Context: an optimization exercise on an open-source flow, tuned for small area. The choices shown serve that exercise and are no tape-out recipe. In this exercise RTL edits were held to simulation tests only and were not proved equivalent to the original. No activity file was given, so power comes from the tool's default toggle rates.

--- flow/flow/run.sh ---
#!/bin/bash
# The standard layout, with these changes:
#  - synthesis runs synth_recipe.tcl unchanged, but ABC maps the logic with an
#    area-oriented script (flow/abc_area_map.script) instead of ORFS's speed
#    script, and adders are left to ABC (no ADDER_MAP_FILE half-adder cells)
#  - ports are buffered with sky130_fd_sc_hd__buf_1
#  - the clock tree uses clkbuf_4 and no dummy loads
set -euo pipefail
HERE=$PWD
rm -rf "$HERE/scripts_abc"
cp -r "$FLOW_HOME/scripts" "$HERE/scripts_abc"
cp "$HERE/flow/abc_area_map.script" "$HERE/scripts_abc/abc_speed.script"
cat >> config.mk <<'E2'
export ADDER_MAP_FILE =
export BUFFER_PORTS_ARGS = -buffer_cell sky130_fd_sc_hd__buf_1
export CTS_ARGS = -sink_clustering_enable -repair_clock_nets -dont_use_dummy_load -buf_list sky130_fd_sc_hd__clkbuf_4
E2
bash standard.sh SCRIPTS_DIR="$HERE/scripts_abc" synth > synth_make.log 2>&1
bash standard.sh > layout_make.log 2>&1
--- flow/flow/abc_area_map.script ---
strash
&get -n
&st
&deepsyn -J 300 -T 600 -S 7
&dch -f
&nf -R 1000 -p
&put
--- flow/standard.sh ---
#!/bin/bash
# synth_recipe.tcl (not shown) runs the flow's synth.tcl, then flattens the netlist and writes it again
# the make line also repeats each setting of config.mk as NAME=value (left out here)
make -C /OpenROAD-flow-scripts/flow DESIGN_CONFIG=/design/flow/config.mk WORK_HOME=/design/flow/orfs CLKGATE_MAP_FILE= SYNTH_SCRIPT=/design/flow/synth_recipe.tcl "${@:-finish}"
--- flow/config.mk ---
export PLATFORM = sky130hd
export DESIGN_NAME = traffic_lights
export DESIGN_NICKNAME = traffic_lights
export VERILOG_FILES = /design/flow/design.v
export SDC_FILE = /design/flow/constraint.sdc
export NUM_CORES = 4
export LEC_CHECK = 0
export CAP_MARGIN = 0
export CORE_MARGIN = 2
export CORE_UTILIZATION = 40
export GPL_TIMING_DRIVEN = 0
export SLEW_MARGIN = 0
export ADDER_MAP_FILE =
export BUFFER_PORTS_ARGS = -buffer_cell sky130_fd_sc_hd__buf_1
export CTS_ARGS = -sink_clustering_enable -repair_clock_nets -dont_use_dummy_load -buf_list sky130_fd_sc_hd__clkbuf_4
--- flow/constraint.sdc ---
create_clock -name core_clock -period 10.0 [get_ports {clk_i}]
set_input_delay 2.0000 -clock core_clock [delete_from_list [all_inputs] [get_ports {clk_i}]]
set_output_delay 2.0000 -clock core_clock [all_outputs]
set_load 0.01 [all_outputs]
--- flow/design.v ---
module traffic_lights #(
  parameter BLINK_HALF_PERIOD_MS  = 2,
  parameter BLINK_GREEN_TIME_TICK = 5,
  parameter RED_YELLOW_MS         = 10,
  parameter WIDTH                 = 16
) (
  input  logic               clk_i,           
  input  logic               srst_i,          
  input  logic [2:0]         cmd_type_i,      
  input  logic               cmd_valid_i,     
  input  logic [WIDTH-1:0]   cmd_data_i,      
  output logic               red_o,           
  output logic               yellow_o,        
  output logic               green_o          
);
localparam int GB_TICKS = 2 * BLINK_HALF_PERIOD_MS * BLINK_GREEN_TIME_TICK;
logic             mode_n, mode_u, mode_i;
logic             aux;
logic [WIDTH-1:0] cnt;
logic [WIDTH-1:0] green_time, red_time, yellow_time;
logic c0, c1, c2;
assign c0 = cmd_valid_i && ( cmd_type_i == 3'd0 );
assign c1 = cmd_valid_i && ( cmd_type_i == 3'd1 );
assign c2 = cmd_valid_i && ( cmd_type_i == 3'd2 );
logic in_n, in_u, gb;
assign in_n   = mode_n;
assign in_u   = mode_u && !mode_n;
assign gb     = mode_n && mode_u;
assign mode_i = !mode_n && !mode_u;
logic p_r, p_ry, p_g, p_y;
assign p_r  = red_o && !yellow_o;
assign p_ry = red_o &&  yellow_o;
assign p_g  = green_o && !gb;
assign p_y  = yellow_o && !red_o;
logic one, zero, fire;
assign one  = ( cnt == WIDTH'(1) );
assign zero = ( cnt == '0 );
assign fire = mode_n && one;
logic n_n, n_u, n_aux, n_red, n_yel, n_grn;
assign n_n = !srst_i && ( c0 || ( mode_n && !c1 && !c2 ) );
assign n_u = !srst_i && ( c2 || ( in_u && !c0 && !c1 ) || ( in_n && !c1 && ( one ? p_g : gb ) ) );
always_comb
  begin
    if ( mode_n )
      begin
        if ( c1 )
          begin
            n_aux = p_r && !one;
            n_red = 1'b0;
            n_yel = 1'b0;
            n_grn = 1'b0;
          end
        else if ( c2 )
          begin
            n_aux = !one;
            n_red = one && p_y;
            n_yel = !( one && yellow_o );
            n_grn = one && p_ry;
          end
        else if ( one )
          begin
            n_aux = p_r && !one;
            n_red = p_r || p_y;
            n_yel = p_r || gb;
            n_grn = p_ry || p_g;
          end
        else
          begin
            n_aux = p_r && !one;
            n_red = red_o;
            n_yel = yellow_o;
            n_grn = green_o ^ ( gb && cnt[0] );
          end
      end
    else if ( in_u )
      begin
        n_aux = !c0 && !c1 && aux;
        n_red = c0 || ( !c1 && red_o );
        n_yel = !c0 && !c1 && ( yellow_o ^ ( aux && cnt[0] ) );
        n_grn = !c0 && !c1 && green_o;
      end
    else
      begin
        n_aux = c2 || ( !c0 && aux );
        n_red = c0;
        n_yel = c2;
        n_grn = 1'b0;
      end
  end
always_ff @( posedge clk_i )
  if ( srst_i )
    begin
      mode_n   <= 1'b0;
      mode_u   <= 1'b0;
      aux      <= 1'b0;
      red_o    <= 1'b0;
      yellow_o <= 1'b0;
      green_o  <= 1'b0;
    end
  else
    begin
      mode_n   <= n_n;
      mode_u   <= n_u;
      aux      <= n_aux;
      red_o    <= n_red;
      yellow_o <= n_yel;
      green_o  <= n_grn;
    end
logic ld_r, ld_g, ld_y, ld_ry, ld_gb, ld_z, ld_any, dec;
assign ld_r   = ( fire && p_y ) || ( in_u && c0 )
             || ( mode_i && !c2 && ( aux ? one : c0 ) );
assign ld_g   = fire && p_ry;
assign ld_y   = fire && gb;
assign ld_ry  = fire && p_r;
assign ld_gb  = fire && p_g;
assign ld_z   = c2 && ( mode_i || ( mode_n && !one ) );
assign ld_any = ld_r || ld_g || ld_y || ld_ry || ld_gb || ld_z;
assign dec    = ( mode_n && !zero ) || ( in_u && aux );
logic [WIDTH-1:0] ld_val;
assign ld_val = ( {WIDTH{ld_r}} & red_time    )
              | ( {WIDTH{ld_g}} & green_time  )
              | ( {WIDTH{ld_y}} & yellow_time )
              | ( {WIDTH{ld_ry}} & WIDTH'(RED_YELLOW_MS) )
              | ( {WIDTH{ld_gb}} & WIDTH'(GB_TICKS) );
always_ff @( posedge clk_i )
  cnt <= ld_any ? ld_val : cnt - WIDTH'(dec);
logic [WIDTH-1:0] set_val;
logic             set_ok, we_g, we_r, we_y;
assign set_val = ( ( cmd_data_i != '0 ) ? cmd_data_i : WIDTH'(1) ) & {WIDTH{!srst_i}};
assign set_ok  = cmd_valid_i && in_u;
assign we_g    = srst_i || ( set_ok && cmd_type_i == 3'd3 );
assign we_r    = srst_i || ( set_ok && cmd_type_i == 3'd4 );
assign we_y    = srst_i || ( set_ok && cmd_type_i == 3'd5 );
always_ff @( posedge clk_i )
  begin
    if ( we_g ) green_time  <= set_val;
    if ( we_r ) red_time    <= set_val;
    if ( we_y ) yellow_time <= set_val;
  end
endmodule
==> flow_summary.json, run 1 <==
{
  "switchingPower_mw": 0.1530,
  "cp-start-kind": "input port",
  "setup_tns_ps": 0,
  "irDropWorstVdd_v": 0.00008871,
  "syn_inst": 224,
  "max_freq_mhz": 238.4,
  "synth.yosys.seq_area_share_pct": 66.81,
  "htree_num_levels": 3,
  "die_h_um": 87.91,
  "ant_nets": 0,
  "arrival_ps": 4490,
  "setup_viol": 0,
  "avgViaCountPerCell": 5.638,
  "vias": 2007,
  "sw_frac_of_total_pct": 26.37,
  "final_nets": 284,
  "die_width_um": 87.91,
  "critPathCaptureType": "flop",
  "slew_viol_final": 0,
  "insertion_delay_ps": 390,
  "grtUsageTotal_pct": 17.01,
  "leakage_nw": 1.049,
  "power_density_nw_per_um2": 185.0,
  "synth_top_area_cell": "edfxtp_1",
  "rows": 30,
  "status": "no timing/DRC/antenna violations",
  "grt_pass1_wl_um": 9591,
  "start_util_pct": 41.45,
  "clkPwrFrac_pct": 21.5,
  "slew_headroom_pct": 30.01,
  "maxCapViolCount": 0,
  "drc": 0,
  "rsz0062_at_grt": "false",
  "grt_start_max_net_pins": 22,
  "io_pins": 25,
  "crit_type": "in -> reg",
  "intPower_mw": 0.4272,
  "nFillCells": 647,
  "final_common_cell": "edfxtp_1",
  "routed_wl_um": 5924,
  "clock_sinks": 70,
  "antenna_found_initial": 0,
  "synth.area.top_cells": "edfxtp_1 (51%), dfxtp_1 (16%), a222oi_1 (5.0%), nor2b_1 (3.3%), o21ai_0 (3.0%)",
  "hold_viol_final": 0,
  "post_cts_resized": 0,
  "clk_pin_slew_ps": 100,
  "crit_required_ps": 10300,
  "area_growth_pct": 11.33,
  "tightest_slew_ps": 1050,
  "postCtsHoldBufs": 0,
  "synth_async_sr_flop_share_pct": 0,
  "power.share.combinational_pct": 13.2,
  "syn-num-nets": 246,
  "finClkSkew_ps": 20.11,
  "ys_warn_count": 1,
  "synth_cell_types": 31,
  "ys.flop_type": "edfxtp_1",
  "max_stage_delay_ps": 750,
  "drt-wirelength-per-cell_um": 16.64,
  "min_period_ps": 4195,
  "tritoncts": "yes",
  "drtIter0Drc": 228,
  "synth_top_area_share_pct": 51.18,
  "cts_setup_buffers": 0,
  "portBuffers": 24,
  "final_cell_mix": "edfxtp_1 (48), buf_1 (24), dfxtp_1 (22), nand2_1 (21), o21ai_0 (17)",
  "core_um2": 6794,
  "clockBufferDepth": 2,
  "whs_ps": 455.9,
  "dp_hpwl_um": 4069,
  "dieArea_um2": 7728,
  "slowest_stage": "a31oi_1",
  "grt_pass1_vias": 1845,
  "synth_edf_count": 48,
  "worstHoldPathType": "reg -> reg",
  "drive_gt1_share_pct": 5.385,
  "clock-root-buffer": "clkbuf_4",
  "insertedDiodeCount": 0,
  "gr-total-overflow": 0,
  "dr.pass1.iters": 5,
  "period_share_pct": 41.95,
  "p_seq_share_pct": 65.3,
  "path_cells": "buf_1 -> nand3b_1 -> nor3_1 -> a31oi_1 -> a32oi_1 -> a31oi_1 -> clkinv_1 -> o211ai_1",
  "gp_congestion": 0.8273,
  "syn_area_um2": 2816,
  "cp_common_cell": "a31oi_1",
  "avgSynthCellArea_um2": 12.57,
  "cp_max_fo": 10,
  "ys_ff_latch": 70,
  "cts_made_buffers": 9
}
==> cell usage after synthesis (all sizes together) (2+ instances only) <==
library cell,n
nand2b,3
nor2b,15
a32oi,2
o21ai,17
and3,2
nand3,2
dfxtp,22
o31a,2
a21o,2
nor3,6
nand2,21
o211ai,2
nor4,10
a222oi,14
nor2,12
a221oi,2
edfxtp,48
xnor2,4
a41o,2
clkinv,7
a31oi,6
nor3b,2
xor2,6
a21oi,7
nand4,2
==> sequential cells by signal, summed over array words and instances (netlist names) <==
name         flops
aux              1
cnt             16
green_o          1
green_time      16
mode_n           1
mode_u           1
red_o            1
red_time        16
yellow_o         1
yellow_time     16
==> routing by layer <==
| metal | up-vias | GRT usage (%) | part of all wire [%] |
|---|---|---|---|
| met5 | - | 0 | 0 |
| met4 | 0 | 8.392 | 1.4 |
| met3 | 7 | 2.828 | 4.1 |
| met2 | 64 | 24.79 | 46 |
| met1 | 976 | 24.68 | 48 |
| li1 | 960 | - | - |
==> path summary, 6_finish.rpt <==
kind	startpoint	to	slack, ps	depth (start not counted)
setup / recovery	cmd_type_i[0]	cnt[4]	5810	8
hold / removal	yellow_time[11]	cnt[11]	460	2
setup reg to reg	cnt[1]	cnt[15]	6470	12
hold reg to reg	yellow_time[11]	cnt[11]	460	2
==> cell families (layout without fill, tap and decap cells) <==
kind of cell | count (synthesis) | after routing | synth area share (%)
XOR/XNOR | 10 | 10 | 3.110
buffers and inverters | 7 | 43 | 0.9331
AO/OA/AOI/OAI | 58 | 58 | 14.70
flip-flops | 70 | 70 | 66.81
AND/OR/NAND/NOR | 79 | 79 | 14.44
==> metrics by stage <==
stage	cells	area [um^2]	utilization [%]	total power [mW]	worst slack (ps)
after global placement	344	3027	44.55	0.4591	4953
after floorplan	224	2816	-	0.4340	6188
after global routing	356	3136	46.15	0.6130	5576
after detailed placement	347	3068	45.16	0.4618	5429
final	356	3136	46.15	0.5802	5805
after CTS	356	3136	46.15	0.5847	5835
==> cell type report <==
cell class / instances / area, um^2 / share of cell area, %
repair buffers: 27 / 120.1 / 3.831
flip-flops and latches: 70 / 1882 / 60.02
clock buffers: 9 / 67.56 / 2.155
multi-input cells: 147 / 919.6 / 29.33
inverters: 7 / 26.28 / 0.8380
well taps: 96 / 120.1 / 3.831
==> worst max-delay path: cells and delay by family <==
family | cells | cell delay [ps]
compound gates | 4 | 1520
simple gates | 2 | 260
buf+inv | 2 | 710
==> power groups by stage <==
stage | registers [mW] | logic [mW] | clock network [mW]
3_5_place_dp | 0.385 | 0.0764 | 0
5_1_grt | 0.384 | 0.0874 | 0.141
2_1_floorplan | 0.377 | 0.0571 | 0
6_report | 0.379 | 0.0767 | 0.125
3_3_place_gp | 0.384 | 0.0752 | 0
4_1_cts | 0.379 | 0.0772 | 0.129
==> run 2, diff against run 1 <==
==> flow/flow/abc_area_map.script (replaced) <==
strash
&get -n
&st
&deepsyn -J 300 -T 600 -S 2
&nf -R 1000 -p
&put
==> run 2 against run 1 <==
Net effect:
- maximum frequency is 9.6% higher
- still clean
- clock skew is 12 ps higher
- combinational power is 4.4% lower
==> flow_summary.json, run 2 <==
{
  "insertedDiodeCount": 0,
  "synth.area.top_cells": "edfxtp_1 (51%), dfxtp_1 (16%), nor2b_1 (4.2%), a222oi_1 (3.9%), o21ai_0 (3.4%)",
  "leakage_nw": 1.034,
  "p_total_mw": 0.5761,
  "hold_viol_final": 0,
  "post-place-ws_ps": 5823,
  "path_cells": "buf_1 -> nor3_1 -> nor2_1 -> a22oi_1 -> o21ai_1 -> buf_4 -> a222oi_1 -> o21ai_0",
  "synth_top_area_cell": "edfxtp_1",
  "synth_top_area_share_pct": 51.04,
  "final_common_cell": "edfxtp_1",
  "grt_pass1_vias": 1868,
  "postCtsHoldBufs": 0,
  "ff2ff_path_depth": 13,
  "drive_gt1_share_pct": 4.247,
  "dr.pass1.iters": 5,
  "routed_wl_um": 5795,
  "min_period_ps": 3826,
  "nFillCells": 673,
  "intPower_mw": 0.4273,
  "grtUsageTotal_pct": 16.46,
  "ys.flop_type": "edfxtp_1",
  "power.share.combinational_pct": 12.7,
  "status": "no timing/DRC/antenna violations",
  "synth.yosys.seq_area_share_pct": 66.64,
  "tritoncts": "yes",
  "rsz0062_at_grt": "false",
  "irDropWorstVdd_v": 0.00009714,
  "synth_async_sr_flop_share_pct": 0,
  "gr-total-overflow": 0,
  "clock-root-buffer": "clkbuf_4",
  "critPathCaptureType": "flop",
  "maxCapViolCount": 0,
  "syn_inst": 225,
  "drt-wirelength-per-cell_um": 16.32,
  "start_util_pct": 41.34,
  "setup_tns_ps": 0,
  "vias": 1929,
  "cts_made_buffers": 9,
  "finClkSkew_ps": 32.03,
  "clockBufferDepth": 2,
  "antenna_found_initial": 0,
  "slew_headroom_pct": 13.32,
  "drtIter0Drc": 168,
  "final_nets": 283,
  "whs_ps": 448.8,
  "worst_slack_ps": 6174,
  "drc": 0,
  "dp_hpwl_um": 3784,
  "cts_setup_buffers": 0,
  "crit_type": "in -> reg",
  "grt_start_max_net_pins": 22,
  "post_cts_resized": 0,
  "power_density_nw_per_um2": 185.1,
  "synth_edf_count": 48,
  "avgSynthCellArea_um2": 12.55,
  "syn_area_um2": 2824,
  "synth_cell_types": 31,
  "htree_num_levels": 3,
  "core_um2": 6832,
  "rows": 30,
  "syn-num-nets": 247,
  "sw_frac_of_total_pct": 25.83,
  "yosysMostFrequentCell": "edfxtp_1",
  "ys_ff_latch": 70,
  "grt_pass1_wl_um": 9204,
  "portBuffers": 24,
  "clock_sinks": 70,
  "ant_nets": 0,
  "slowest_stage": "nor3_1",
  "crit_required_ps": 10250,
  "fin_util_pct": 45.57,
  "die_width_um": 88.03,
  "ys_warn_count": 1,
  "gp_congestion": 0.8947,
  "cp_max_fo": 12,
  "switchingPower_mw": 0.1488,
  "synth_common_cells": "edfxtp_1 (48), dfxtp_1 (22), nor2b_1 (19), o21ai_0 (19), nor2_1 (16)",
  "die_h_um": 88.03,
  "final-instance-count-excl-fill": 355,
  "whs_path_depth": 2,
  "period_share_pct": 38.26,
  "dieArea_um2": 7748,
  "max_freq_mhz": 261.3,
  "max_stage_delay_ps": 480,
  "worstHoldPathType": "reg -> reg",
  "clk_pin_slew_ps": 100,
  "tightest_slew_ps": 1295,
  "fin_area_um2": 3113,
  "arrival_ps": 4070,
  "io_pins": 25,
  "placement.cell_area_um2": 3045,
  "setup_viol": 0,
  "area_growth_pct": 10.23,
  "slew_viol_final": 0,
  "p_seq_share_pct": 65.6,
  "clkPwrFrac_pct": 21.7,
  "insertion_delay_ps": 410,
  "dpl.cell_count": 346,
  "final_cell_mix": "edfxtp_1 (48), buf_1 (24), dfxtp_1 (22), nor2b_1 (19), o21ai_0 (18)",
  "avgViaCountPerCell": 5.434,
  "cp-start-kind": "input port"
}
-- run 2: cell count changes in the layout (fill, tap and decap cells not counted), moves of 3 or more --
cell | previous run | this run
a21oi_1 | 7 | 11
a222oi_1 | 14 | 11
a31oi_1 | 6 | 1
clkinv_1 | 7 | 4
nand2_1 | 21 | 14
nand2b_1 | 3 | 6
nor2_1 | 12 | 16
nor2b_1 | 15 | 19
nor3_1 | 5 | 9
o21a_1 | 1 | 4
-- run 2: final cells by class --
class	count	area (um^2)	area share, %
tap	96	120.1	3.859
inverter	4	15.01	0.4823
sequential	70	1882	60.45
clock buffer	9	67.56	2.170
timing repair buffer	25	97.59	3.135
multi-input combinational	151	930.9	29.90
-- run 2: power by group through the flow --
| stage | logic [mW] | clock network (mW) | registers [mW] |
|---|---|---|---|
| 6_report | 0.0733 | 0.125 | 0.378 |
| 2_1_floorplan | 0.0560 | 0 | 0.378 |
| 4_1_cts | 0.0744 | 0.128 | 0.378 |
| 3_3_place_gp | 0.0726 | 0 | 0.383 |
| 3_5_place_dp | 0.0741 | 0 | 0.384 |
| 5_1_grt | 0.0864 | 0.142 | 0.384 |
-- run 2: final timing paths --
kind	startpoint	endpoint	slack [ps]
max	cmd_type_i[0]	cnt[5]	6170
min	red_time[0]	cnt[0]	450
max reg2reg	cnt[12]	cnt[15]	6580
min reg2reg	red_time[0]	cnt[0]	450
-- run 2: logic make-up (layout without fill, tap and decap cells) --
group	after synthesis	after routing	share of synthesized area (%)
xor+xnor	9	9	2.791
simple gates	79	79	14.44
compound gates	63	63	15.60
flops	70	70	66.64
buf+inv	4	38	0.5315
-- run 2: routing by layer --
metal,share of wire [%],global-route usage (%),vias up
met5,0,0,-
met4,0.53,7.438,0
met3,5.9,3.770,2
met2,47,25.34,48
met1,46,22.32,928
li1,-,-,951
-- run 2: worst max-delay path, delay by kind of cell --
| family | cells | cell delay, ps |
|---|---|---|
| compound gates | 4 | 1040 |
| buf+inv | 2 | 420 |
| simple gates | 2 | 600 |
==> run 3, diff against run 2 <==
--- a/flow/design.v
+++ b/flow/design.v
@@ -14,8 +14,8 @@
   output logic               green_o          
 );
 localparam int GB_TICKS = 2 * BLINK_HALF_PERIOD_MS * BLINK_GREEN_TIME_TICK;
-logic             mode_n, mode_u, mode_i;
-logic             aux;
+logic             st_a, st_b;
+logic             lit, mode_n, mode_i, aux;
 logic [WIDTH-1:0] cnt;
 logic [WIDTH-1:0] green_time, red_time, yellow_time;
 logic c0, c1, c2;
@@ -23,10 +23,13 @@
 assign c1 = cmd_valid_i && ( cmd_type_i == 3'd1 );
 assign c2 = cmd_valid_i && ( cmd_type_i == 3'd2 );
 logic in_n, in_u, gb;
+assign lit    = red_o || yellow_o || green_o;
+assign mode_n = st_a && ( lit || st_b );
 assign in_n   = mode_n;
-assign in_u   = mode_u && !mode_n;
-assign gb     = mode_n && mode_u;
-assign mode_i = !mode_n && !mode_u;
+assign in_u   = !st_a && ( lit || st_b );
+assign gb     = st_a && st_b;
+assign mode_i = !lit && !st_b;
+assign aux    = mode_i ? st_a : st_b;
 logic p_r, p_ry, p_g, p_y;
 assign p_r  = red_o && !yellow_o;
 assign p_ry = red_o &&  yellow_o;
@@ -90,18 +93,16 @@
 always_ff @( posedge clk_i )
   if ( srst_i )
     begin
-      mode_n   <= 1'b0;
-      mode_u   <= 1'b0;
-      aux      <= 1'b0;
+      st_a     <= 1'b0;
+      st_b     <= 1'b0;
       red_o    <= 1'b0;
       yellow_o <= 1'b0;
       green_o  <= 1'b0;
     end
   else
     begin
-      mode_n   <= n_n;
-      mode_u   <= n_u;
-      aux      <= n_aux;
+      st_a     <= n_n || ( !n_u && n_aux );
+      st_b     <= n_u && ( n_n || n_aux );
       red_o    <= n_red;
       yellow_o <= n_yel;
       green_o  <= n_grn;
==> flow/flow/abc_area_map.script (replaced) <==
strash
&get -n
&st
&deepsyn -J 300 -T 600 -S 7
&nf -R 1000 -p
&put
==> run 3 against run 2 <==
Net effect:
- via count is 2.6% higher
- utilization is 0.79 points higher
- clock skew is 2.4 ps lower
- critical path depth is 2 lower
- register-to-register slack worse by 240 ps
- synthesized area is 0.18% higher
- flip-flop and latch count is 1 lower
- combinational power is 3.8% lower
- global-route usage is 0.16 points lower
- synthesized cell count stayed put
- sequential share of layout area is 1.7 points lower
- maximum frequency is 2.9% lower
- critical path type unchanged
- largest cell class unchanged
==> flow_summary.json, run 3 <==
{
  "start_util_pct": 41.41,
  "yosysMostFrequentCell": "edfxtp_1",
  "worstHoldPathType": "reg -> reg",
  "startpoint": "cmd_valid_i",
  "register_area_um2": 1862,
  "clockBufferDepth": 2,
  "vias": 1979,
  "hold_viol_final": 0,
  "grt_pass1_wl_um": 9301,
  "syn_inst": 225,
  "gr-total-overflow": 0,
  "final_cell_mix": "edfxtp_1 (48), buf_1 (24), dfxtp_1 (21), nor2b_1 (17), nor2_1 (15)",
  "setup_tns_ps": 0,
  "setup_viol": 0,
  "die_h_um": 88.10,
  "synth_edf_count": 48,
  "cp-start-kind": "input port",
  "ys_warn_count": 1,
  "die_width_um": 88.10,
  "cts_setup_buffers": 0,
  "ff2ff_path_depth": 9,
  "rows": 30,
  "drc": 0,
  "ant_nets": 0,
  "synth_cell_types": 36,
  "grtUsageTotal_pct": 16.30,
  "synth.area.top_cells": "edfxtp_1 (51%), dfxtp_1 (15%), a222oi_1 (3.9%), nor2b_1 (3.8%), o21ai_0 (2.8%)",
  "clock_sinks": 69,
  "placement.cell_area_um2": 3099,
  "arrival_ps": 4240,
  "antenna_found_initial": 0,
  "insertion_delay_ps": 390,
  "cp_max_fo": 16,
  "syn-num-nets": 247,
  "nFillCells": 668,
  "dp_hpwl_um": 3878,
  "clk_pin_slew_ps": 80,
  "syn_area_um2": 2829,
  "status": "no timing/DRC/antenna violations",
  "grt_start_max_net_pins": 19,
  "tritoncts": "yes",
  "io_pins": 25,
  "endpoint": "cnt[6]",
  "routed_wl_um": 5736,
  "power_density_nw_per_um2": 176.3,
  "clock-root-buffer": "clkbuf_4",
  "timing.rr.start": "cnt[2]",
  "portBuffers": 24,
  "irDropWorstVdd_v": 0.00008200,
  "dr.pass1.iters": 5,
  "fin_area_um2": 3167,
  "core_um2": 6832,
  "synth_common_cells": "edfxtp_1 (48), dfxtp_1 (21), nor2b_1 (17)",
  "synth.yosys.seq_area_share_pct": 65.81,
  "finClkSkew_ps": 29.59,
  "drive_gt1_share_pct": 6.107,
  "area_growth_pct": 11.94,
  "min_period_ps": 3942,
  "drtIter0Drc": 159,
  "multi_input_area_um2": 970.9,
  "whs_ps": 443.8,
  "crit_type": "in -> reg",
  "drt-wirelength-per-cell_um": 16.02,
  "rrSetupSlack_ps": 6340,
  "avgViaCountPerCell": 5.528,
  "tightest_slew_ps": 1229,
  "synth_top_area_share_pct": 50.95,
  "postCtsHoldBufs": 0,
  "p_total_mw": 0.5582,
  "ys.flop_type": "edfxtp_1",
  "htree_num_levels": 3,
  "period_share_pct": 39.42,
  "post-place-ws_ps": 5688,
  "cts_made_buffers": 9,
  "worst_slack_ps": 6058,
  "slew_viol_final": 0,
  "slew_headroom_pct": 17.93,
  "r2r-end": "cnt[6]",
  "avgSynthCellArea_um2": 12.57,
  "leakage_nw": 1.026,
  "grt_pass1_vias": 1823,
  "insertedDiodeCount": 0,
  "max_freq_mhz": 253.7,
  "maxCapViolCount": 0,
  "rsz0062_at_grt": "false",
  "critPathCaptureType": "flop",
  "crit_required_ps": 10290,
  "dieArea_um2": 7761,
  "gp_congestion": 0.9087,
  "synth_async_sr_flop_share_pct": 0,
  "ys_ff_latch": 69,
  "post_cts_resized": 0,
  "final_common_cell": "edfxtp_1",
  "synth_top_area_cell": "edfxtp_1",
  "final_nets": 286
}
## run 3: cell types whose count changed in the layout (fill, tap and decap cells not counted), moves of 3 or more
cell / previous run / this run
o21a_1: 4 / 1
and2_0: 2 / 5
or4_1: 0 / 3
o21ai_0: 18 / 14
or3_1: 2 / 5
## run 3: per-layer routing
layer | vias to the layer above | track usage [%] | wire length [um]
met5 | - | 0 | 0
met2 | 65 | 23.28 | 2516
li1 | 967 | - | -
met3 | 7 | 3.299 | 277
met4 | 0 | 8.264 | 88
met1 | 940 | 23.60 | 2853
## run 3: cell type report
type	instances	share of cell area [%]
Sequential cell	69	58.79
Multi-Input combinational cell	153	30.66
Timing Repair Buffer	28	4.267
Tap cell	96	3.793
Clock buffer	9	2.134
Inverter	3	0.3556
## run 3: worst min-delay path by stage
stage                               from     end  slack (ps)  cells after the start
after floorplan           yellow_time[0]  cnt[0]         420                      2
after CTS                    red_time[4]  cnt[4]         440                      1
after detailed placement     red_time[1]  cnt[1]         440                      2
after global placement       red_time[3]  cnt[3]         440                      2
after global routing         red_time[4]  cnt[4]         490                      1
final                        red_time[4]  cnt[4]         440                      1
## run 3: kinds of logic after synthesis
group           Yosys count  synth area share (%)
buf+inv                   3                0.3980
xor+xnor                  8                 2.477
compound gates           59                 14.86
flops                    69                 65.81
simple gates             86                 16.45
## run 3: power by group
part,internal (mW),switching (mW),leakage [nW]
combinational,0.0322,0.0383,0.322
clock,0.0419,0.0819,0.0414
sequential,0.341,0.0225,0.663
## run 3: per-stage QoR
step,utilization (%),std cells
floorplan,-,225
global placement,44.49,345
detailed placement,45.37,349
CTS,46.36,358
global route,46.36,358
finish,46.36,358
## run 3: critical path, stage by stage
cell	delay (ps)
buf_1	130
or3b_1	400
o31a_1	270
nor2_1	920
a222oi_1	350
o21ai_0	150
==> run 4, diff against run 3 <==
==> flow/flow/abc_area_map.script (replaced) <==
strash
&get -n
&st
&deepsyn -J 300 -T 600 -S 10
&nf -R 1000 -p
&put
==> run 4 against run 3 <==
Net effect:
- utilization down 0.83 points
- synthesized area decreased by 0.75%
- design area is 2.3% lower
- critical path depth is 10 higher
- maximum frequency is 1.6% higher
- still clean
- global-route usage decreased by 0.68 points
- highest routed layer unchanged
- wire length fell by 5.7%
- critical endpoint is now cnt[15]
- register-to-register slack got worse by 220 ps
- largest power group unchanged
==> flow_summary.json, run 4 <==
{
  "whs_path_depth": 2,
  "synth.yosys.seq_area_share_pct": 66.31,
  "ys_ff_latch": 69,
  "insertedDiodeCount": 0,
  "maxCapViolCount": 0,
  "post-place-ws_ps": 5650,
  "fin_util_pct": 45.52,
  "min_period_ps": 3881,
  "cts_setup_buffers": 0,
  "tightest_slew_ps": 1114,
  "dp_hpwl_um": 3610,
  "worst_slack_ps": 6119,
  "avgViaCountPerCell": 5.579,
  "leakage_nw": 1.024,
  "rsz0062_at_grt": "false",
  "clockBufferDepth": 2,
  "rows": 30,
  "synth_top_area_share_pct": 51.34,
  "post_cts_resized": 0,
  "crit_required_ps": 10240,
  "avgSynthCellArea_um2": 12.76,
  "syn_area_um2": 2808,
  "status": "no timing/DRC/antenna violations",
  "synth_cell_types": 35,
  "core_um2": 6794,
  "worstHoldPathType": "reg -> reg",
  "htree_num_levels": 3,
  "gp_congestion": 0.7980,
  "hp-start": "yellow_time[0]",
  "rrSetupSlack_ps": 6120,
  "synth_top_area_cell": "edfxtp_1",
  "io_pins": 25,
  "final-instance-count-excl-fill": 349,
  "crit_type": "reg -> reg",
  "irDropWorstVdd_v": 0.00008723,
  "start_util_pct": 41.33,
  "ant_nets": 0,
  "dpl.cell_count": 340,
  "synth_edf_count": 48,
  "routed_wl_um": 5411,
  "period_share_pct": 38.81,
  "area_growth_pct": 10.16,
  "finClkSkew_ps": 46.17,
  "vias": 1947,
  "tritoncts": "yes",
  "grt_start_max_net_pins": 23,
  "drc": 0,
  "arrival_ps": 4120,
  "power_density_nw_per_um2": 182.0,
  "ys_warn_count": 1,
  "dr.pass1.iters": 7,
  "drt-wirelength-per-cell_um": 15.50,
  "slew_viol_final": 0,
  "die_h_um": 87.78,
  "dieArea_um2": 7705,
  "r2r-end": "cnt[15]",
  "cts_made_buffers": 9,
  "synth_async_sr_flop_share_pct": 0,
  "gr-total-overflow": 0,
  "ff2ff_path_depth": 16,
  "yosysMostFrequentCell": "edfxtp_1",
  "synth_common_cells": "edfxtp_1 (48), dfxtp_1 (21), nor2b_1 (21)",
  "final_cell_mix": "edfxtp_1 (48), buf_1 (24), nor2b_1 (21), dfxtp_1 (21)",
  "timing.rr.start": "yellow_o",
  "postCtsHoldBufs": 0,
  "syn-num-nets": 242,
  "clock_sinks": 69,
  "synth.area.top_cells": "edfxtp_1 (51%), dfxtp_1 (15%), nor2b_1 (4.7%), a222oi_1 (3.9%), o21ai_0 (2.7%)",
  "grtUsageTotal_pct": 15.62,
  "portBuffers": 24,
  "drtIter0Drc": 193,
  "cp-start-kind": "flop",
  "max_freq_mhz": 257.7,
  "hold_viol_final": 0,
  "die_width_um": 87.78,
  "syn_inst": 220,
  "clk_pin_slew_ps": 90,
  "critPathCaptureType": "flop",
  "grt_pass1_vias": 1694,
  "setup_tns_ps": 0,
  "drive_gt1_share_pct": 4.348,
  "final_nets": 277,
  "final_common_cell": "edfxtp_1",
  "insertion_delay_ps": 410,
  "grt_pass1_wl_um": 8763,
  "antenna_found_initial": 0,
  "setup_viol": 0,
  "whs_endpoint": "cnt[0]",
  "ys.flop_type": "edfxtp_1",
  "slew_headroom_pct": 25.47,
  "p_total_mw": 0.5628,
  "clock-root-buffer": "clkbuf_4",
  "cp_max_fo": 10
}
run 4: metrics by stage:
step           area [um^2]  hold WS (ps)
2_1_floorplan         2808         420.6
3_3_place_gp          3018         455.7
3_5_place_dp          3025         443.7
4_1_cts               3093         461.8
5_1_grt               3093         479.4
6_report              3093         461.2
run 4: cells by family (layout without fill, tap and decap cells):
logic type	count (synthesis)	count (layout)	share of synthesized area (%)
buffers and inverters	4	37	0.5346
AO/OA/AOI/OAI	56	56	14.17
AND/OR/NAND/NOR	80	80	15.55
XOR/XNOR	11	11	3.431
flip-flops	69	69	66.31
run 4: critical path, cell delays in order (launching register included):
cell      delay, ps
dfxtp_1         510
or4_1           240
nand2_1         110
nand2b_1        120
nand3b_1        140
or2_0           310
nor4_1          330
nor2b_1         240
nor2b_1         230
nand2b_1        140
nor3_1          320
nand2b_1        170
nor3_1          340
nand2b_1        170
nor2_1          140
and2_0          150
o31ai_1          70
run 4: metal layers:
layer / wire, um / up-vias / part of all wire (%) / global-route usage, %
met5: 0 / - / 0 / 0
met4: 82 / 0 / 1.5 / 6.294
met3: 310 / 11 / 5.7 / 4.241
met2: 2437 / 77 / 45 / 22.59
met1: 2581 / 927 / 48 / 22.37
li1: - / 932 / - / -
run 4: worst max path at each step:
stage / from / endpoint / slack (ps) / depth (start not counted)
6_report: yellow_o / cnt[15] / 6120 / 16
5_1_grt: yellow_o / cnt[15] / 5660 / 16
4_1_cts: cmd_valid_i / cnt[4] / 6080 / 9
3_5_place_dp: cmd_valid_i / cnt[4] / 5650 / 9
3_3_place_gp: cmd_valid_i / cnt[3] / 5680 / 8
2_1_floorplan: cmd_valid_i / cnt[4] / 6350 / 8
run 4: final cells by class:
type                       count  area, um^2
multi-input combinational    147       938.4
sequential                    69        1862
fill                         634        3701
inverter                       4       15.01
tap                           96       120.1
timing repair buffer          24       90.09
clock buffer                   9       67.56
run 4: power by group:
group | total [mW] | switching (mW) | internal [mW]
Combinational | 0.0661 | 0.0336 | 0.0325
Clock | 0.122 | 0.0799 | 0.0418
Sequential | 0.375 | 0.0295 | 0.346
==> run 5, diff against run 4 <==
==> flow/flow/abc_area_map.script (replaced) <==
strash
&get -n
&st
&deepsyn -J 300 -T 600 -S 27
&nf -R 1000 -p
&put
==> run 5 against run 4 <==
Net effect:
- sequential share of layout area is 0.81 points higher
- critical path type unchanged
- critical path depth decreased by 4
- clock power about the same
- highest routed layer unchanged
- largest cell class unchanged
- sequential power about the same
- still clean on timing, DRC and antenna
- clock skew down 11 ps
- first-iteration DRC count is 8.3% lower
==> flow_summary.json, run 5 <==
{
  "status": "no timing/DRC/antenna violations",
  "die_h_um": 87.43,
  "cp-start-kind": "flop",
  "grt_start_max_net_pins": 22,
  "grt_use_met1_pct": 22.42,
  "clockBufferDepth": 2,
  "gp_congestion": 0.7960,
  "gr-total-overflow": 0,
  "max_freq_mhz": 266.2,
  "io_pins": 25,
  "nFillCells": 651,
  "tritoncts": "yes",
  "use_met2_pct": 23.35,
  "slowest_stage": "nor4_1",
  "power_density_nw_per_um2": 188.8,
  "path_cells": "nor4_1 -> nand2b_1 -> o21ai_0 -> nor3_1 -> clkinv_1 -> or3_1 -> nor3_1 -> nand2_1 -> nor4_1 -> nand2b_1 -> xor2_1 -> o21ai_0",
  "vias": 1869,
  "insertion_delay_ps": 410,
  "grtUsageTotal_pct": 15.92,
  "worstHoldPathType": "reg -> reg",
  "yosysMostFrequentCell": "edfxtp_1",
  "portBuffers": 24,
  "synth_common_cells": "edfxtp_1 (48), dfxtp_1 (21), o21ai_0 (20)",
  "cts_setup_buffers": 0,
  "grt_pass1_vias": 1793,
  "final_common_cell": "edfxtp_1",
  "clock-root-buffer": "clkbuf_4",
  "busiest_layer": "met2",
  "irDropWorstVdd_v": 0.00009985,
  "htree_num_levels": 3,
  "cp_max_fo": 10,
  "cts_made_buffers": 9,
  "dieArea_um2": 7643,
  "synth_top_area_share_pct": 51.78,
  "synth.area.top_cells": "edfxtp_1 (52%), dfxtp_1 (15%), a222oi_1 (4.3%), nor2b_1 (3.8%), o21ai_0 (3.6%)",
  "max_stage_delay_ps": 480,
  "min_period_ps": 3756,
  "synth.yosys.seq_area_share_pct": 66.88,
  "post_cts_resized": 0,
  "ys.flop_type": "edfxtp_1",
  "postCtsHoldBufs": 0,
  "area_growth_pct": 9.618,
  "leakage_nw": 1.010,
  "rsz0062_at_grt": "false",
  "drt-wirelength-per-cell_um": 16.85,
  "synth_edf_count": 48,
  "setup_tns_ps": 0,
  "syn_area_um2": 2784,
  "ys_warn_count": 1,
  "ys_ff_latch": 69,
  "avgViaCountPerCell": 5.664,
  "final_cell_mix": "edfxtp_1 (48), buf_1 (24), dfxtp_1 (21), o21ai_0 (20), nor2b_1 (17)",
  "synth_async_sr_flop_share_pct": 0,
  "slew_viol_final": 0,
  "clk_pin_slew_ps": 90,
  "crit_required_ps": 10260,
  "antenna_found_initial": 0,
  "drtIter0Drc": 177,
  "gr-usage-met3_pct": 2.938,
  "drc": 0,
  "start_util_pct": 41.20,
  "rows": 30,
  "grt_pass1_wl_um": 8970,
  "arrival_ps": 4010,
  "setup_viol": 0,
  "whs_ps": 457.6,
  "core_um2": 6756,
  "critPathCaptureType": "flop",
  "routed_wl_um": 5562,
  "die_width_um": 87.43,
  "hold_viol_final": 0,
  "finClkSkew_ps": 35.26,
  "synth_cell_types": 37,
  "avgSynthCellArea_um2": 12.83,
  "ff2ff_path_depth": 12,
  "ant_nets": 0,
  "dr.pass1.iters": 7,
  "register_area_um2": 1862,
  "drive_gt1_share_pct": 4.400,
  "crit_type": "reg -> reg",
  "final_nets": 274,
  "clock_sinks": 69,
  "whs_path_depth": 1,
  "dp_hpwl_um": 3679,
  "syn_inst": 217,
  "synth_top_area_cell": "edfxtp_1",
  "syn-num-nets": 239,
  "insertedDiodeCount": 0,
  "slew_headroom_pct": 37.11,
  "period_share_pct": 37.56,
  "tightest_slew_ps": 943.4,
  "multi_input_area_um2": 905.9,
  "maxCapViolCount": 0
}
-- run 5: changes by cell type in the layout (fill, tap and decap cells not counted), sizes merged, moves of 2 or more --
cell and delta:
o21ai +5, nand2 +2, nor2b -4, nor3 +3, nand2b -2, nor2 -5
clkinv +3, a21o +2, xnor2 -2, a21oi -3, a22oi -2
-- run 5: final timing paths --
| kind | startpoint | end | slack, ps |
|---|---|---|---|
| min reg2reg | red_time[4] | cnt[4] | 460 |
| min | red_time[4] | cnt[4] | 460 |
| max reg2reg | yellow_o | cnt[15] | 6240 |
| max | yellow_o | cnt[15] | 6240 |
-- run 5: area by class of cell --
cell class / count / share of cell area, %
multi-input cells: 141 / 29.68
well taps: 80 / 3.280
inverters: 7 / 0.8610
clock buffers: 9 / 2.214
repair buffers: 24 / 2.952
flip-flops and latches: 69 / 61.01
-- run 5: critical path, delay by kind of cell, from the launching register on --
kind	cells	cell delay [ps]
buffers and inverters	1	130
and+or+nand+nor	8	2630
DFF	1	410
AOI/OAI and AO/OA	2	290
xor gates and xnor gates	1	150
-- run 5: layer usage --
metal  vias up  wire (um)
met3         9        295
met1       871       2668
li1        927          -
met4         0        113
met2        62       2485
met5         -          0
-- run 5: power breakdown --
group | internal [mW] | leakage, nW | switching [mW]
combinational | 0.0356 | 0.303 | 0.0422
sequential | 0.346 | 0.665 | 0.0284
clock | 0.0418 | 0.0414 | 0.0818
total | 0.424 | 1.01 | 0.152
-- run 5: through the flow --
step           std cells  area, um^2  setup slack, ps  power, mW  utilization, %
3_5_place_dp         321        2984             5984     0.4596           44.17
2_1_floorplan        217        2784             6212     0.4318               -
4_1_cts              330        3052             6225     0.5795           45.17
3_3_place_gp         321        2974             5439     0.4576           44.02
6_report             330        3052             6244     0.5762           45.17
5_1_grt              330        3052             5805     0.6070           45.17
-- run 5: cells by family (layout without fill, tap and decap cells) --
kind of cell | count (synthesis) | after routing | synth area share [%]
xor gates and xnor gates | 9 | 9 | 2.831
buffers and inverters | 7 | 40 | 0.9440
DFF | 69 | 69 | 66.88
AOI/OAI and AO/OA | 62 | 62 | 15.91
and+or+nand+nor | 70 | 70 | 13.44

separate check: timing with driven ports:
The flow's constraints put no driver on any port. The routed layouts listed below were extracted and timed again, unchanged, in two steps.
Step 1: set_driving_cell puts a clkbuf_16 on clk_i and a buf_2 on each other input, an assumption about the parent block.
Step 2 times the ports against the registers' clock, not the clock port: input delays grow and output delays shrink by t, the midpoint of the rising clock arrivals with the driver on.
a / b / c = ideal ports / drivers / drivers and shift; a / b = the first two.
| run | t (ns) | setup slack, ns | latest minus earliest clock arrival (ns) | worst register clock-pin slew, ns | cell pins on the clock port's net |
|---|---|---|---|---|---|
| run 1 | 0.410 | 5.805 / 5.811 / 5.401 | 0.021 / 0.021 | 0.10 / 0.10 | 1 |
| run 2 | 0.416 | 6.174 / 6.178 / 5.762 | 0.032 / 0.032 | 0.12 / 0.12 | 1 |
| run 3 | 0.403 | 6.058 / 6.063 / 5.660 | 0.038 / 0.038 | 0.12 / 0.12 | 1 |
| run 4 | 0.416 | 6.119 / 6.119 / 5.708 | 0.046 / 0.046 | 0.12 / 0.12 | 1 |
| run 5 | 0.417 | 6.244 / 6.244 / 5.992 | 0.035 / 0.036 | 0.11 / 0.11 | 1 |
After both steps every run listed still meets setup and hold. For run 2, which loses most, drivers alone change the setup slack by +0.004 ns; drivers and shift together by -0.412 ns.
